From an optimization exercise on the open Yosys and OpenROAD flow, aimed at small area, a short achievable clock period and few clock cycles; shortcuts taken in it are not production practice.

==> inputs of umber <==
==> flow/design.v <==
module axi_stream_insert_header #(
    parameter DATA_WD = 64,
    parameter DATA_BYTE_WD = DATA_WD / 8,
    parameter BYTE_CNT_WD = $clog2(DATA_BYTE_WD)
) (
    input                       clk             ,
    input                       rst_n           ,
    input                       valid_in        ,
    input [DATA_WD-1 : 0]       data_in         ,
    input [DATA_BYTE_WD-1 : 0]  keep_in         ,
    input                       last_in         ,
    output                      ready_in        ,
    output                      valid_out       ,
    output [DATA_WD-1 : 0]      data_out        ,
    output [DATA_BYTE_WD-1 : 0] keep_out        ,
    output                      last_out        ,
    input                       ready_out       ,
    input                       valid_insert    ,
    input [DATA_WD-1 : 0]       data_insert     ,
    input [DATA_BYTE_WD-1 : 0]  keep_insert     ,
    input [BYTE_CNT_WD : 0]     byte_insert_cnt ,
    output                      ready_insert
    );
    localparam NB = DATA_BYTE_WD;
    reg                 in_pkt ;  
    reg                 tail   ;  
    reg  [DATA_WD-1:0]  carry  ;  
    reg  [BYTE_CNT_WD:0] hcnt  ;  
    reg  [NB-1:0]       tkeep  ;  
    wire [NB-1:0] mask = ~({NB{1'b1}} << hcnt);
    wire [BYTE_CNT_WD-1:0] rot = hcnt[BYTE_CNT_WD-1:0];
    function [DATA_WD-1:0] rotr;
        input [DATA_WD-1:0] d;
        input integer       n;
        rotr = (d >> (n * 8)) | (d << (DATA_WD - n * 8));
    endfunction
    function [NB-1:0] rotk;
        input [NB-1:0] k;
        input integer  n;
        rotk = (k >> n) | (k << (NB - n));
    endfunction
    wire [DATA_WD-1:0] lane_mask;
    genvar g;
    generate
        for (g = 0; g < NB; g = g + 1) begin : g_mask
            assign lane_mask[g*8 +: 8] = {8{mask[g]}};
        end
    endgenerate
    wire [DATA_WD-1:0] s0 = (carry & lane_mask) | (data_in & ~lane_mask);
    wire [DATA_WD-1:0] s1 = rot[0] ? rotr(s0, 1) : s0;
    wire [DATA_WD-1:0] s2 = rot[1] ? rotr(s1, 2) : s1;
    wire [DATA_WD-1:0] s3 = rot[2] ? rotr(s2, 4) : s2;
    wire [NB-1:0] k0 = keep_in | mask;
    wire [NB-1:0] k1 = rot[0] ? rotk(k0, 1) : k0;
    wire [NB-1:0] k2 = rot[1] ? rotk(k1, 2) : k1;
    wire [NB-1:0] k3 = rot[2] ? rotk(k2, 4) : k2;
    wire [NB-1:0] tail_keep = keep_in << (NB - hcnt);
    wire fits = ~|(keep_in & mask);
    wire idle = !in_pkt && !tail;
    assign ready_in     = in_pkt && ready_out;
    assign valid_out    = tail || (in_pkt && valid_in);
    assign ready_insert = idle || (ready_out && (tail || (in_pkt && valid_in && last_in && fits)));
    assign data_out = s3;
    assign keep_out = tail ? tkeep : (last_in ? k3 : {NB{1'b1}});
    assign last_out = tail || (last_in && fits);
    wire shake_insert = valid_insert && ready_insert;
    wire shake_in     = valid_in && ready_in;
    always @(posedge clk or negedge rst_n) begin
        if (!rst_n) begin
            in_pkt <= 1'b0;
            tail   <= 1'b0;
        end
        else begin
            if (shake_insert)
                in_pkt <= 1'b1;
            else if (shake_in && last_in)
                in_pkt <= 1'b0;
            if (shake_in && last_in && !fits)
                tail <= 1'b1;
            else if (ready_out)
                tail <= 1'b0;
        end
    end
    wire ld_hdr  = shake_insert;
    wire ld_in   = shake_in && !shake_insert;
    wire ld_hold = !shake_insert && !shake_in;
    always @(posedge clk)
        carry <= ({DATA_WD{ld_hdr}} & data_insert) | ({DATA_WD{ld_in}} & data_in) |
                 ({DATA_WD{ld_hold}} & carry);
    always @(posedge clk) begin
        if (shake_insert)
            hcnt <= byte_insert_cnt;
        if (shake_in)
            tkeep <= tail_keep;
    end
endmodule
==> flow/flow/run.sh <==
#!/bin/bash
# The standard ORFS layout, with two changes:
# - synthesis maps the logic with an area-oriented ABC script (flow/area.abc);
#   registers, flattening and names are synth_recipe.tcl's, unchanged;
# - every port is buffered with the smallest buffer cell (the resizer may
#   still upsize it) instead of the default choice.
set -euo pipefail
W=$PWD
bash standard.sh \
  "SYNTH_SCRIPT=$W/flow/my_synth.tcl" \
  "MY_ABC_SCRIPT=$W/flow/area.abc" \
  "FLOW_SYNTH_TCL=$W/synth_recipe.tcl" \
  "BUFFER_PORTS_ARGS=-buffer_cell sky130_fd_sc_hd__buf_1" \
  finish > standard_flow.log 2>&1
==> flow/flow/area.abc <==
strash
dch
map -a
amap
topo
stime -c
==> flow/flow/my_synth.tcl <==
# The standard flow's synthesis script (synth_recipe.tcl), with ABC mapping the logic by
# the area-oriented script in MY_ABC_SCRIPT instead of ORFS's own script.
proc abc {args} {
  set i [lsearch -exact $args -script]
  if { $i >= 0 } { lset args [expr { $i + 1 }] $::env(MY_ABC_SCRIPT) }
  set i [lsearch -exact $args -D]
  if { $i >= 0 } { set args [lreplace $args $i [expr { $i + 1 }]] }
  puts "abc (own script): $args"
  yosys abc {*}$args
}
source $::env(FLOW_SYNTH_TCL)
==> flow/standard.sh <==
#!/bin/bash
# synth_recipe.tcl (not shown) runs the flow's synth.tcl, then flattens the netlist and writes it again
# the make line also repeats each setting of config.mk as NAME=value (left out here)
make -C /OpenROAD-flow-scripts/flow DESIGN_CONFIG=/design/flow/config.mk WORK_HOME=/design/flow/orfs CLKGATE_MAP_FILE= SYNTH_SCRIPT=/design/flow/synth_recipe.tcl "${@:-finish}"
==> flow/config.mk <==
export PLATFORM = sky130hd
export DESIGN_NAME = axi_stream_insert_header
export DESIGN_NICKNAME = axi_stream_insert_header
export VERILOG_FILES = /design/flow/design.v
export SDC_FILE = /design/flow/constraint.sdc
export NUM_CORES = 4
export LEC_CHECK = 0
export CAP_MARGIN = 20
export CORE_MARGIN = 2
export CORE_UTILIZATION = 40
export PLACE_DENSITY = 0.6
export SETUP_SLACK_MARGIN = 2.0
export SLEW_MARGIN = 20
==> flow/constraint.sdc <==
create_clock -name core_clock -period 5.0 [get_ports {clk}]
set_input_delay 1.0000 -clock core_clock [delete_from_list [all_inputs] [get_ports {clk}]]
set_output_delay 1.0000 -clock core_clock [all_outputs]
set_load 0.01 [all_outputs]
==> inputs of juniper, as changes to umber <==
==> flow/design.v (replaced) <==
module axi_stream_insert_header #(
    parameter DATA_WD = 64,
    parameter DATA_BYTE_WD = DATA_WD / 8,
    parameter BYTE_CNT_WD = $clog2(DATA_BYTE_WD)
) (
    input                       clk             ,
    input                       rst_n           ,
    input                       valid_in        ,
    input [DATA_WD-1 : 0]       data_in         ,
    input [DATA_BYTE_WD-1 : 0]  keep_in         ,
    input                       last_in         ,
    output                      ready_in        ,
    output                      valid_out       ,
    output [DATA_WD-1 : 0]      data_out        ,
    output [DATA_BYTE_WD-1 : 0] keep_out        ,
    output                      last_out        ,
    input                       ready_out       ,
    input                       valid_insert    ,
    input [DATA_WD-1 : 0]       data_insert     ,
    input [DATA_BYTE_WD-1 : 0]  keep_insert     ,
    input [BYTE_CNT_WD : 0]     byte_insert_cnt ,
    output                      ready_insert
    );
    reg                       in_pkt ;  
    reg                       tail   ;  
    reg  [DATA_WD-1:0]        carry  ;  
    reg  [DATA_BYTE_WD-1:0]   mask   ;  
    reg  [BYTE_CNT_WD-1:0]    rot    ;  
    reg  [DATA_BYTE_WD-1:0]   keep_r ;  
    function [DATA_WD-1:0] rot_data;
        input [DATA_WD-1:0]     d;
        input [BYTE_CNT_WD-1:0] r;
        rot_data = {d, d} >> (r * 8);
    endfunction
    function [DATA_BYTE_WD-1:0] rot_keep;
        input [DATA_BYTE_WD-1:0] k;
        input [BYTE_CNT_WD-1:0]  r;
        rot_keep = {k, k} >> r;
    endfunction
    wire [DATA_WD-1:0] lane_mask;
    genvar g;
    generate
        for (g = 0; g < DATA_BYTE_WD; g = g + 1) begin : g_mask
            assign lane_mask[g*8 +: 8] = {8{mask[g]}};
        end
    endgenerate
    wire fits = ~|(keep_in & mask);
    wire idle = !in_pkt && !tail;
    assign ready_in     = in_pkt && ready_out;
    assign valid_out    = tail || (in_pkt && valid_in);
    assign ready_insert = idle || (ready_out && (tail || (in_pkt && valid_in && last_in && fits)));
    assign data_out = rot_data((carry & lane_mask) | (data_in & ~lane_mask), rot);
    assign keep_out = tail ? rot_keep(keep_r & mask, rot) :
                      last_in ? rot_keep(keep_in | mask, rot) : {DATA_BYTE_WD{1'b1}};
    assign last_out = tail || (last_in && fits);
    wire shake_insert = valid_insert && ready_insert;
    wire shake_in     = valid_in && ready_in;
    always @(posedge clk or negedge rst_n) begin
        if (!rst_n) begin
            in_pkt <= 1'b0;
            tail   <= 1'b0;
        end
        else begin
            if (shake_insert)
                in_pkt <= 1'b1;
            else if (shake_in && last_in)
                in_pkt <= 1'b0;
            if (shake_in && last_in && !fits)
                tail <= 1'b1;
            else if (ready_out)
                tail <= 1'b0;
        end
    end
    always @(posedge clk) begin
        if (shake_insert) begin
            carry <= data_insert;
            mask  <= ~({DATA_BYTE_WD{1'b1}} << byte_insert_cnt);
            rot   <= byte_insert_cnt[BYTE_CNT_WD-1:0];
        end
        else if (shake_in) begin
            carry  <= data_in;
            keep_r <= keep_in;
        end
    end
endmodule
==> flow/run.sh (new file) <==
#!/bin/bash
# synth_recipe.tcl (not shown) runs the flow's synth.tcl, then flattens the netlist and writes it again
# the make line also repeats each setting of config.mk as NAME=value (left out here)
make -C /OpenROAD-flow-scripts/flow DESIGN_CONFIG=/design/flow/config.mk WORK_HOME=/design/flow/orfs CLKGATE_MAP_FILE= SYNTH_SCRIPT=/design/flow/synth_recipe.tcl finish
Settings changed: SETUP_SLACK_MARGIN 2.0 to not set.
removed: flow/flow/run.sh
removed: flow/flow/area.abc
removed: flow/flow/my_synth.tcl
removed: flow/standard.sh
==> impl_metrics.yaml <==
power_and_ir_drop:
  peakVddDrop_uv: 519
finish:
  buffer_area_share_pct: 20.5
  flow.area_growth_from_synthesis_pct: 26.2
route:
  met2_length_um: 17300
status:
  run_status: "no timing/DRC/antenna violations"
synthesis:
  synthSimpleGateAreaFrac_pct: 13.0
[end of results for juniper]
==> impl_metrics.yaml <==
finish:
  flow.area_growth_from_synthesis_pct: 59.6
  buffer_area_share_pct: 22.4
  layout_commonest_cell: "sky130_fd_sc_hd__buf_1"
  multi_input_gate_share_of_the_layout_cell_area_pct: 45.2
power_and_ir_drop:
  combPwrFrac_pct: 61.7
synthesis:
  synthSimpleGateAreaFrac_pct: 8.02
  synth.top_cells.by_count: "sky130_fd_sc_hd__o22ai_1 (151), sky130_fd_sc_hd__clkinv_1 (89), sky130_fd_sc_hd__nor2_1 (69), sky130_fd_sc_hd__a222oi_1 (64), sky130_fd_sc_hd__dfxtp_1 (64)"
route:
  met2_length_um: 12100
status:
  run_status: "no timing/DRC/antenna violations"
setup_path:
  cp_top_family: "compound AO/OA/AOI/OAI gates"
  critical_path.cell_chain: "buf_6, buf_12, ha_4, o21ai_4, clkinv_4, a22oi_1, nand2_1, o21ai_0, nor2_1, a21oi_2, o22ai_1, buf_1"
[end of results for umber]
Function was not checked in any run of this note: the RTL went through the layout flow alone.

[port drivers added, routing unchanged]
Ports are ideal in the flow. The routed layouts listed here were re-timed in OpenROAD. Step 1 assumes that a clkbuf_16 drives the clock port and a buf_2 every other input. Step 2 also shifts input and output timing later by t, the mid clock arrival at the registers, as if the neighbouring blocks saw the same clock. Slacks: ideal / step 1 / step 2; pairs: ideal / step 1.
| run | t, ns | setup WS [ns] | worst setup path at the end | worst slew at a driven data input, ns | cell pins on the clock port's net |
|---|---|---|---|---|---|
| umber | 0.388 | 1.236 / 1.195 / 1.583 | register to output | 0.08 | 1 |
| juniper | 0.405 | 0.786 / 0.739 / 0.784 | input to output | 0.05 | 1 |
After both steps every run listed still meets setup and hold. The setup slack of juniper, which loses most, moves by -0.047 ns with the drivers and by -0.002 ns with both steps.
